What follows belongs to an exercise in optimizing a design on an open flow for small area and a short achievable clock period; a production flow would make more cautious choices. Where RTL was checked, it was by simulation tests only, not by an equivalence proof against the original.

// cpu
module cpu( 
    input clk,                           
    input RST,                           
    output [23:0] AB,                    
    output sync,                         
    input [7:0] DI,                      
    output reg [7:0] DO,                 
    output WE,                           
    input IRQ,                           
    input NMI,                           
    input RDY,                           
    input debug );
Size: roughly 3100 cells after synthesis, ~210 flip-flops, about 20000 sq um of cells after synthesis.
make LEC_CHECK=0 ABC_AREA=1 CAP_MARGIN=20 CORE_MARGIN=2 CORE_UTILIZATION=40 CTS_BUF_LIST=sky130_fd_sc_hd__clkbuf_8 PLACE_DENSITY=0.6 SETUP_SLACK_MARGIN=4 SLEW_MARGIN=20 finish   # period 11.0 ns
run.sh (not shown) runs the stock make flow with config.mk's settings and CLKGATE_MAP_FILE= SYNTH_SCRIPT=/design/flow/synth_recipe.tcl, a recipe that flattens the netlist after the stock synthesis.
Next try:
--- a/flow/design.v
+++ b/flow/design.v
@@ -637,49 +637,45 @@
 always @(posedge clk)
     OP <= OP_next;
 wire [24:0] op_dec = dec( OP, PREFIX[0] );      
 wire [18:0] control = op_dec[24:6];
 wire [1:0] ins_type = control[18:17];
 wire adc_sbc = (ins_type == FLAG_ADD);
 wire cmp     = (ins_type == FLAG_CMP);
 wire bit_isn = (ins_type == FLAG_BIT);
 wire store = control[16];
 wire load = control[15];
 wire [1:0] reg_dst = control[12:11];
-wire [8:0] alu_op = control[10:2];
+reg [8:0] alu_op;                        
 wire shift = alu_op[8];
 wire clc = (OP == 8'h18);
 wire sec = (OP == 8'h38);
 wire cld = (OP == 8'hD8);
 wire sed = (OP == 8'hF8);
 wire cli = (OP == 8'h58);
 wire sei = (OP == 8'h78);
 wire rti = (OP == 8'h40);
 wire clv = (OP == 8'hB8);
 wire php = (OP == 8'h08) || (OP == 8'h00);
 wire plp = (OP == 8'h28);
 wire txs = (OP == 8'h9A);
 wire variation = (OP == 8'h0F);
-reg cond;
-always @*
-    casez( OP[7:4] )
-        4'b000?: cond = ~N;
-        4'b001?: cond =  N;
-        4'b010?: cond = ~V;
-        4'b011?: cond =  V;
-        4'b1000: cond =  1;
-        4'b1001: cond = ~C;
-        4'b101?: cond =  C;
-        4'b110?: cond = ~Z;
-        4'b111?: cond =  Z;
-    endcase
+reg bc_N, bc_V, bc_C, bc_Z, bc_inv;
+always @(posedge clk) begin
+    bc_N   <= (OP_next[7:6] == 2'b00);
+    bc_V   <= (OP_next[7:6] == 2'b01);
+    bc_C   <= (OP_next[7:5] == 3'b101) | (OP_next[7:4] == 4'b1001);
+    bc_Z   <= (OP_next[7:6] == 2'b11);
+    bc_inv <= ~OP_next[5];
+end
+wire cond = bc_inv ^ ((bc_N & N) | (bc_V & V) | (bc_C & C) | (bc_Z & Z));
 wire [20:0] bus_op = busop( state, rti, cond, DI[7] );
 wire [10:0] ab_op = bus_op[10:0];
 wire [1:0] we_op = bus_op[12:11];
 wire dr_di = bus_op[13];
 wire [2:0] do_op = bus_op[16:14];
 wire pull = bus_op[19];
 wire push = bus_op[20];
 wire [24:0] ir_dec = dec( IR, PREFIX[0] );
 wire [5:0] init_state = ir_dec[5:0];
 always @* begin
     next_state = state;
@@ -798,22 +794,23 @@
     bs_D16 <= ~nbus_op[5] & (nbus_op[4:3] == 2'b10) & ~nABWDTH;
     bs_H   <= ~nbus_op[5] & (nbus_op[4:3] == 2'b11);
     ab_x   <= nbus_op[2:1];
     ab_h   <= nbus_op[10:9];
     ab_ci  <= nbus_op[0];
     ab_bra <= (next_state == BRA0);
     ix_X   <= (nidx == SEL_X);
     ix_Y   <= (nidx == SEL_Y);
     src_X  <= (nop_dec[20:19] == SEL_X);
     src_Y  <= (nop_dec[20:19] == SEL_Y);
     src_A  <= (nop_dec[20:19] == SEL_A);
+    alu_op <= nop_dec[16:8];
 end
 wire [23:0] R = ({24{src_X}} & XR) | ({24{src_Y}} & YR) | ({24{src_A}} & AR);
 wire [8:0] XY = ({9{ix_X}} & XR[8:0]) | ({9{ix_Y}} & YR[8:0]);
 reg [23:0] R_IN;
 reg [23:0] MEM;
 reg [23:0] alu_ai;
 reg [23:0] alu_bi;
 reg alu_ci;
 reg alu_si;
 reg [23:0] alu_out;
 reg alu_C, alu_N, alu_V;
Result: Cell area went up by about 2.5%; synthesized cell count went up by 3.9%; fmax went up by 1.2%; utilization went down by 0.26 points; worst setup slack gains 0.081 ns; sequential cell count went up by 14; first-iteration DRC count went up by about 12%; die area went up by 3.6%.
Function was not checked in any run of this note: the RTL went through the layout flow alone.

cpu, a different RTL version from the one above (not shown whole).
For scale: about 3,100 cells after synthesis, ~220 flip-flops, roughly 48 I/O pins.
Settings: LEC_CHECK=0, ABC_AREA=1, CAP_MARGIN=20, CORE_MARGIN=2, CORE_UTILIZATION=40, CTS_BUF_LIST=sky130_fd_sc_hd__clkbuf_8, PLACE_DENSITY=0.6, SETUP_SLACK_MARGIN=4, SLEW_MARGIN=20; clock period 11.0 ns.
The first run completed without violations.
Then changed:
--- a/flow/design.v
+++ b/flow/design.v
@@ -574,13 +574,13 @@
     input [7:0] b;
     input c;
     reg [8:0] G, P, Gn, Pn;
     integer i, l;
     begin
         G = { a & b, c };
-        P = { a ^ b, 1'b0 };
+        P = { a | b, 1'b0 };             
         for( l = 1; l < 9; l = l * 2 ) begin
             Gn = G;
             Pn = P;
             for( i = l; i < 9; i = i + 1 ) begin
                 Gn[i] = G[i] | (P[i] & G[i - l]);
                 Pn[i] = P[i] & P[i - l];
@@ -892,17 +892,16 @@
                  | ({24{bs_H}} & ab_hold);
 wire [1:0] x_op = ab_bra ? { cond, 1'b0 } : ab_x;
 wire [1:0] h_op = ab_bra ? { cond, cond & DI[7] } : ab_h;
 wire [7:0] abl_a = (x_op == 2'b11) ? XY[7:0] : base[7:0];
 wire [7:0] abl_b = ((x_op == 2'b01) ? XY[7:0] : 8'h00) | (x_op[1] ? DI : 8'h00);
 wire [8:0] abl_sum = padd8( abl_a, abl_b, ab_ci );
-wire abl_co = abl_sum[8] ^ (x_op[0] & XY[8]);
 wire [15:0] abh_base = base[23:8];
 wire abh_down = (h_op == 2'b11);
 wire [23:0] abh_run = allones( { 8'h00, abh_base ^ {16{abh_down}} } );
-wire abh_flip = h_op[0] ^ (h_op[1] & abl_co);
+wire abh_flip = (h_op[0] ^ (h_op[1] & x_op[0] & XY[8])) ^ (h_op[1] & abl_sum[8]);    
 wire [15:0] abh = abh_base ^ ({16{abh_flip}} & abh_run[15:0]);
 assign AB = { abh, abl_sum[7:0] };
 always @(posedge clk)
     if( ab_op[8] )
         ab_hold <= AB;
 always @(posedge clk)
Outcome:
- worst hold slack loses 0.012 ns
- utilization goes down by 1.0 points
- die area goes up slightly
- routed wire length barely changes
- sequential share of layout area goes up by 0.21 points
- via count goes up slightly
- synthesized cell count goes up slightly
- cell area goes down slightly
- sequential cell count is unchanged
- worst setup slack loses 0.16 ns
- clock-buffer cell count goes up by 7
Function not checked in the second run of this note: the RTL went through the layout flow alone.

-- afterwards: timing with drivers on the ports --
The flow's constraints put no driver on any port. The routed layouts listed below were extracted and timed again, unchanged, in two steps. Step 1: set_driving_cell puts a clkbuf_16 on clk and a buf_2 on each other input, an assumption about the parent block. Step 2, shift: input delay + t, output delay - t, t = (earliest + latest rising clock arrival at the registers) / 2. This alone moves slack from input paths to output paths. a / b / c = ideal ports / drivers / drivers and shift; a / b = the first two.
run | t, ns | setup WS [ns] | hold slack, ns | worst register clock-pin slew, ns
the first run of note 1 | 0.655 | 3.988 / 3.969 / 3.313 | 0.486 / 0.486 / 0.486 | 0.07 / 0.07
the second run of note 1 | 0.668 | 4.070 / 4.048 / 4.048 | 0.482 / 0.482 / 0.482 | 0.07 / 0.07
the first run of note 2 | 0.677 | 4.128 / 4.106 / 4.106 | 0.463 / 0.463 / 0.463 | 0.08 / 0.08
the second run of note 2 | 0.667 | 3.969 / 3.927 / 3.927 | 0.451 / 0.451 / 0.451 | 0.06 / 0.06
After both steps setup and hold are still met in every run listed. The setup slack of the first run of note 1, which loses most, moves by -0.019 ns with the drivers and by -0.675 ns with both steps.
